Context: an optimization exercise on an open-source flow, tuned for small area. The choices shown serve that exercise and are no tape-out recipe.
Only simulation tests tie the RTL to the original design; equivalence was not proved.
No activity file was given, so power comes from the tool's default toggle rates.

==> flow/design.v, too long to show whole: its modules and the start of the top module <==
// module ROM_my_plane_image: 11 lines
// module ROM_enemy_plane2_image: 11 lines
// module GAME_OVER: 5 lines
// module ROM_start1_image: 5 lines
// module ROM_enemy_bullet_image: 424 lines
// module ROM_my_bullet_image: 466 lines
// module VGA_driver: 23 lines
// module VGA_rgb: 90 lines
// module plane_game_video: 44 lines
module plane_game_video(
    input clk, rst,
    input up,
    input [3:0] hited,
    input [10:0] my_plane_x, my_plane_y,
    input [10:0] my_bullet_x, my_bullet_y,
    input have_bullet_now,
    input [10:0] enemy_x, enemy_y,
    input [10:0] enemy_bullet_x, enemy_bullet_y,
    input have_enemy_bullet_now,
    output hs, vs,
    output play,
    output [11:0] rgb);
  // ...
==> flow/flow/run.sh <==
#!/bin/bash
# Standard ORFS layout, except that after the standard synthesis the
# combinational logic between the registers is re-optimised by yosys-abc
# (&deepsyn, then &nf area mapping), in eight runs with different seeds
# (two waves of four) of which the smallest is kept. Registers are left exactly as the standard
# synthesis made them (same instances, names and cells).
set -euo pipefail
HERE=$(pwd)
R=$HERE/orfs/results/sky130hd/plane_game_video/base
LIB=$FLOW_HOME/platforms/sky130hd/lib/sky130_fd_sc_hd__tt_025C_1v80.lib
DS_TIME=150

bash standard.sh synth > std_synth.log 2>&1
cp $R/1_2_yosys.v $HERE/std_netlist.v

DU=""
for c in $(sed -n '/^export DONT_USE_CELLS/,/^$/p' $FLOW_HOME/platforms/sky130hd/config.mk | tr -d '\\' | tr -s ' \t' '\n' | grep '^sky130_'); do
  DU="$DU -dont_use $c"
done

resynth() {
  S=$1
  echo "strash; &get -n; &deepsyn -T $DS_TIME -S $S; &nf -R 1000; &put; topo" > resynth_$S.abc
  cat > resynth_$S.ys <<EOT
read_liberty -ignore_miss_func $LIB
read_verilog $HERE/std_netlist.v
hierarchy -top $FLOW_TOP
blackbox sky130_fd_sc_hd__df* sky130_fd_sc_hd__ed* sky130_fd_sc_hd__sd* sky130_fd_sc_hd__dl*
flatten
opt_clean -purge
abc -script $HERE/resynth_$S.abc -liberty $LIB $DU
opt_clean -purge
hilomap -singleton -hicell sky130_fd_sc_hd__conb_1 HI -locell sky130_fd_sc_hd__conb_1 LO
opt_clean -purge
select $FLOW_TOP
write_verilog -noattr -nohex -nodec -selected $HERE/resynth_$S.v
EOT
  yosys -s resynth_$S.ys > resynth_$S.log 2>&1
}
for S in 1 2 3 4; do resynth $S & done
wait
for S in 5 6 7 8; do resynth $S & done
wait

# read each result back against the cell library, check it, keep the smallest
BEST=""; BEST_AREA=""
for S in 1 2 3 4 5 6 7 8; do
  cat > resynth_check_$S.ys <<EOT
read_liberty -lib $LIB
read_verilog $HERE/resynth_$S.v
hierarchy -check -top $FLOW_TOP
check -assert -mapped
tee -o $HERE/resynth_stat_$S.txt stat -liberty $LIB
EOT
  if yosys -s resynth_check_$S.ys > resynth_check_$S.log 2>&1; then
    A=$(grep "Chip area" resynth_stat_$S.txt | awk '{print $NF}')
    echo "seed $S: area $A" >> resynth_choice.log
    if [[ -z "$BEST" ]] || awk "BEGIN{exit !($A < $BEST_AREA)}"; then BEST=$S; BEST_AREA=$A; fi
  fi
done
echo "kept seed $BEST ($BEST_AREA)" >> resynth_choice.log
cp $HERE/resynth_$BEST.v $HERE/resynth_netlist.v

cp $HERE/resynth_netlist.v $R/1_2_yosys.v
touch $R/1_2_yosys.v
rm -f $R/1_synth.odb $R/1_synth.sdc
export BUFFER_PORTS_ARGS="-buffer_cell sky130_fd_sc_hd__buf_1"
export CTS_ARGS="-sink_clustering_enable -repair_clock_nets -dont_use_dummy_load -buf_list sky130_fd_sc_hd__clkbuf_8"
bash standard.sh > standard.log 2>&1
==> flow/standard.sh <==
#!/bin/bash
# synth_recipe.tcl (not shown) runs the flow's synth.tcl, then flattens the netlist and writes it again
# the make line also repeats each setting of config.mk as NAME=value (left out here)
make -C /OpenROAD-flow-scripts/flow DESIGN_CONFIG=/design/flow/config.mk WORK_HOME=/design/flow/orfs CLKGATE_MAP_FILE= SYNTH_SCRIPT=/design/flow/synth_recipe.tcl "${@:-finish}"
==> flow/config.mk <==
export PLATFORM = sky130hd
export DESIGN_NAME = plane_game_video
export DESIGN_NICKNAME = plane_game_video
export VERILOG_FILES = /design/flow/design.v
export SDC_FILE = /design/flow/constraint.sdc
export NUM_CORES = 4
export LEC_CHECK = 0
export CAP_MARGIN = 10
export CORE_MARGIN = 2
export CORE_UTILIZATION = 45
export GPL_TIMING_DRIVEN = 0
export PLACE_DENSITY = 0.6
export SLEW_MARGIN = 10
export SYNTH_MEMORY_MAX_BITS = 32768
==> flow/constraint.sdc <==
create_clock -name core_clock -period 15.0 [get_ports {clk}]
set_input_delay 3.0000 -clock core_clock [delete_from_list [all_inputs] [get_ports {clk}]]
set_output_delay 3.0000 -clock core_clock [all_outputs]
set_load 0.01 [all_outputs]
==> metrics.md, run 1 <==
| Metric | Value |
|---|---|
| WHS Endpoint | `M1.hx[0]` |
| Hold WS | `0.476 ns` |
| DP Cell Count | `1999` |
| Sum of negative setup slack | `0 ns` |
| Status | `finished clean` |
| CP max stage cell | `a2111oi_1` |
| Placed Area | `approximately 12000 um^2` |
| Postcts setup bufs | `0` |
| Max Clk Rate | `0.135 GHz` |
| Drt first pass iters | `7` |
| Crit-path leading delay family | `simple AND/OR/NAND/NOR gates` |
| Peak supply drop | `0.0559 mV` |
| GR Util All Layers | `0.345` |
| Clock buf count | `17` |
| Max incr delay on CP | `0.93 ns` |
| Largest net degree at the start of global routing | `44` |
| Final Max Tran Viols | `0` |
| First-pass GRT wire length | `between 60 and 70 mm` |
| Number of buffers added on ports | `103` |
| RSZ-0062 raised after global routing | `no` |
| Sequential cells | `117` |
| Final clock skew | `about 0.04 ns` |
| DP HPWL | `around 32 mm` |
| Root Buffer | `clkbuf_8` |
| Crit path buf inv count | `1` |
==> run 2: changes to the inputs <==
--- a/flow/flow/run.sh
+++ b/flow/flow/run.sh
@@ -1,8 +1,8 @@
 #!/bin/bash
 # Standard ORFS layout, except that after the standard synthesis the
 # combinational logic between the registers is re-optimised by yosys-abc
-# (&deepsyn, then &nf area mapping), in eight runs with different seeds
-# (two waves of four) of which the smallest is kept. Registers are left exactly as the standard
+# (&deepsyn, then &nf area mapping), in twelve runs with different seeds
+# (three waves of four) of which the smallest is kept. Registers are left exactly as the standard
 # synthesis made them (same instances, names and cells).
 set -euo pipefail
 HERE=$(pwd)
@@ -37,14 +37,16 @@
 EOT
   yosys -s resynth_$S.ys > resynth_$S.log 2>&1
 }
-for S in 1 2 3 4; do resynth $S & done
+for S in 9 10 11 12; do resynth $S & done
 wait
-for S in 5 6 7 8; do resynth $S & done
+for S in 13 14 15 16; do resynth $S & done
+wait
+for S in 17 18 19 20; do resynth $S & done
 wait
 
 # read each result back against the cell library, check it, keep the smallest
 BEST=""; BEST_AREA=""
-for S in 1 2 3 4 5 6 7 8; do
+for S in 9 10 11 12 13 14 15 16 17 18 19 20; do
   cat > resynth_check_$S.ys <<EOT
 read_liberty -lib $LIB
 read_verilog $HERE/resynth_$S.v
==> metrics.md, run 2 <==
| Metric | Value |
|---|---|
| Crit path kind | `flip-flop to flip-flop (was input port to flip-flop)` |
| CTS Buf Count | `17 (unchanged)` |
| Postcts setup bufs | `0 (unchanged)` |
| Core area | `23400 um^2 (was 23300 um^2)` |
| Post-Route WL | `44.9 mm (was 43.7 mm)` |
| Filler cell count | `2398 (was 2412)` |
| PD cells | `49.5 nW/um^2 (was 49.7 nW/um^2)` |
| Synthesized cell area | `10700 um^2 (about the same)` |
| DP HPWL | `33.3 mm (was 32.4 mm)` |
| Min cycle time layout | `9.01 ns (was 7.43 ns)` |
| Die Ht | `158 um (about the same)` |
| Largest regs | `M2.p_st x16, M2.p_gg x15 (unchanged)` |
| Drt first pass iters | `12 (was 7)` |
| Final clock skew | `0.0306 ns (was 0.0392 ns)` |
| Reg2reg setup slack | `5.99 ns (was 7.97 ns)` |
| Max Clk Rate | `0.111 GHz (was 0.135 GHz)` |
| Most flops, register | `M2.p_st (unchanged)` |
| Clk buf depth | `2 (unchanged)` |
| Worst Hold Class | `flip-flop to flip-flop (unchanged)` |
| RSZ-0062 raised after global routing | `no (unchanged)` |
| Final ANT Viol Nets | `0 (unchanged)` |
| WHS Endpoint | `M2.a_ep[8] (was M1.hx[0])` |
| Final setup viols | `0 (unchanged)` |
| Largest net degree at the start of global routing | `48 (was 44)` |
| Most frequent cells in the layout | `nor2_1, a21oi_1, nand2_1, o21ai_0, dfxtp_1 (was nor2_1, nand2_1, a21oi_1, o21ai_0, dfxtp_1)` |
| GR Util All Layers | `0.352 (was 0.345)` |
| Critical path endpoint category | `flip-flop (unchanged)` |
| Worst Max-Slew Pin Slew | `1.35 ns (was 1.31 ns)` |
| Final Max Tran Viols | `0 (unchanged)` |
| Clk slew on worst S/H paths | `0.07 ns (was 0.06 ns)` |
| First-pass GRT wire length | `69.0 mm (was 68.1 mm)` |
| FP Rows | `56 (unchanged)` |
| Sum of negative setup slack | `0 ns (unchanged)` |
| Design Power | `590 uW (was 592 uW)` |
| Hold Startpoint | `M2.a_ep[8] (was M1.hx[0])` |
| Path depth of the worst reg2reg path | `26 (was 23)` |
| Period utilization | `0.600 (was 0.495)` |
| Chip width | `158 um (about the same)` |
| Vias per cell | `6.85 (was 6.75)` |
| CP Max Fanout | `18 (was 6)` |
| Maxcap violations | `0 (unchanged)` |
| DRC | `0 (unchanged)` |
| Status | `finished clean (unchanged)` |
| Clock latency (worst-skew pair) | `0.44 ns (about the same)` |
| Initial antenna violation count | `0 (unchanged)` |
| Layout area overhead | `11.6% (was 11.7%)` |
| Final Cell Area | `11900 um^2 (about the same)` |
| Overflow after GRT | `0 (unchanged)` |
| Mapped Cells | `1571 (was 1567)` |
| Max reg flops | `16 (unchanged)` |
| Initial core utilization | `0.456 (was 0.457)` |
| Die area | `25000 um^2 (was 24900 um^2)` |
| Req. time, crit path | `15.30 ns (was 15.36 ns)` |
| Worst Hold Depth | `1 (unchanged)` |
| N_diodes | `0 (unchanged)` |
| Relative slew slack | `0.0943 (was 0.120)` |
| Critical path data arrival time | `9.31 ns (was 7.78 ns)` |
| Via count | `13857 (was 13599)` |
| Final core utilization | `0.509 (was 0.510)` |
| Vias in the first global route | `12486 (was 12642)` |
| Drt wl/cell | `22.2 um (was 21.7 um)` |
| H-Tree Depth | `4 (unchanged)` |
| Resize count post-CTS | `0 (unchanged)` |
| Post-Syn Nets | `1668 (was 1664)` |
| RR Endpoint | `M2.rgb[1] (was M2.rgb[2])` |
| Crit path launch type | `flip-flop (was input port)` |
| Share of post-route cells with drive strength above 1 | `0.0241 (was 0.0242)` |
| Root Buffer | `clkbuf_8 (unchanged)` |
| Placed Area | `11600 um^2 (was 11700 um^2)` |
| Number of buffers added on ports | `103 (unchanged)` |
| Cts hold-fix bufs | `0 (unchanged)` |
| Sink Count | `117 (unchanged)` |
| Peak supply drop | `0.0679 mV (was 0.0559 mV)` |
| Ys Warns | `2 (unchanged)` |
| GP Congestion | `1.03 (was 1.01)` |
| Commonest non-fill, non-tap cell in the layout | `nor2_1 (unchanged)` |
| Syn_area_per_cell | `6.79 um^2 (was 6.80 um^2)` |
| Final hold vios | `0 (unchanged)` |
| Lkg Pwr | `0.00395 uW (was 0.00404 uW)` |
| Worst reg2reg path startpoint | `M2.eb_col[3] (was M2.eb_col[2])` |
| Drt first-iter violations | `2084 (was 1650)` |
| CTS tree | `built (unchanged)` |
| Num ports | `112 (unchanged)` |
| Nets | `1802 (was 1796)` |
-- run 2: cell types whose count changed in the layout (fill, tap and decap cells not counted), sizes merged, moves of 7 or more --
cell and delta:
clkinv +10, nand2 -36, o21ai +25, nor4 -10
a21oi +16, a2111oi +9, nand3 -7, a221o -10
a31oi +12
-- run 2: worst max path at each step --
stage                        from  cells after the start          end
global placement         hited[0]                     12    M2.rgb[3]
floorplan           my_plane_y[0]                     19  M2.a_mp[13]
CTS                  M2.eb_col[3]                     26    M2.rgb[1]
global route         M2.eb_col[3]                     29    M2.rgb[2]
finish               M2.eb_col[3]                     26    M2.rgb[1]
detailed placement  my_plane_y[0]                     20  M2.a_mp[13]
-- run 2: layer usage --
| layer | global-route usage | vias up | wire [um] | part of all wire |
|---|---|---|---|---|
| met2 | 0.539 | 1010 | 19500 | 0.43 |
| met1 | 0.470 | 6320 | 18000 | 0.40 |
| met4 | 0.174 | 0 | 2390 | 0.053 |
| li1 | - | 6310 | - | - |
| met3 | 0.0739 | 217 | 5080 | 0.11 |
| met5 | 0 | - | 0 | 0 |
-- run 2: critical path, stage by stage, from the launching register on --
cell and delay [ns]:
dfxtp_1 0.80, nor2b_1 0.62, nand2b_1 0.42, nand2_1 0.46
o211ai_1 0.29, nor2_1 0.36, nor3b_1 0.17, o21ai_0 0.16
or4b_1 0.50, o22ai_1 0.19, a31oi_1 0.07, o21ai_0 0.35
clkinv_1 0.48, nor2_1 0.58, a221oi_1 0.10, o21ai_0 0.27
o2111ai_1 0.38, and2_0 0.35, and3_1 0.24, nor3_1 0.25
nor2b_1 0.11, a22o_1 0.20, a221oi_1 0.55, nor2b_1 0.27
o21ai_0 0.17, a221oi_1 0.37, o21ai_0 0.14
-- run 2: report_power, final --
part / total, uW / internal [uW] / switching, uW
logic: 65.8 / 27.4 / 38.4
clock network: 206 / 99.3 / 106
registers: 318 / 313 / 5.27
-- run 2: layout make-up --
| type | instances | area, um^2 | share of cell area |
|---|---|---|---|
| inverter | 59 | 221 | 0.0186 |
| sequential | 117 | 2340 | 0.197 |
| tap | 319 | 399 | 0.0335 |
| clock buffer | 17 | 234 | 0.0196 |
| timing repair buffer | 115 | 539 | 0.0453 |
| multi-input combinational | 1395 | 8170 | 0.686 |
-- run 2: metrics by stage --
step	setup WS [ns]	hold slack [ns]	instances
3_3_place_gp	5.03	0.454	1993
2_1_floorplan	7.17	0.439	1571
6_report	5.99	0.489	2022
5_1_grt	5.47	0.516	2022
4_1_cts	6.38	0.492	2019
3_5_place_dp	6.29	0.480	2002

==> re-timing with driven ports <==
Ports are ideal in the flow. The routed layouts listed here were re-timed in OpenROAD.
Step 1, drivers: a clkbuf_16 drives clk and a buf_2 each remaining input, both assumed.
Step 2 times the ports against the registers' clock, not the clock port: input delays grow and output delays shrink by t, the midpoint of the rising clock arrivals with the driver on.
a / b / c = no drivers / after step 1 / after step 2; a / b = the first two.
run	t, ns	setup slack, ns	latest minus earliest clock arrival (ns)
run 1	0.459	7.572 / 7.584 / 7.126	0.039 / 0.039
run 2	0.459	5.995 / 5.995 / 5.995	0.031 / 0.031
After both steps setup and hold are still met in every run listed. For run 1, which loses most, drivers alone change the setup slack by +0.012 ns; drivers and shift together by -0.446 ns.
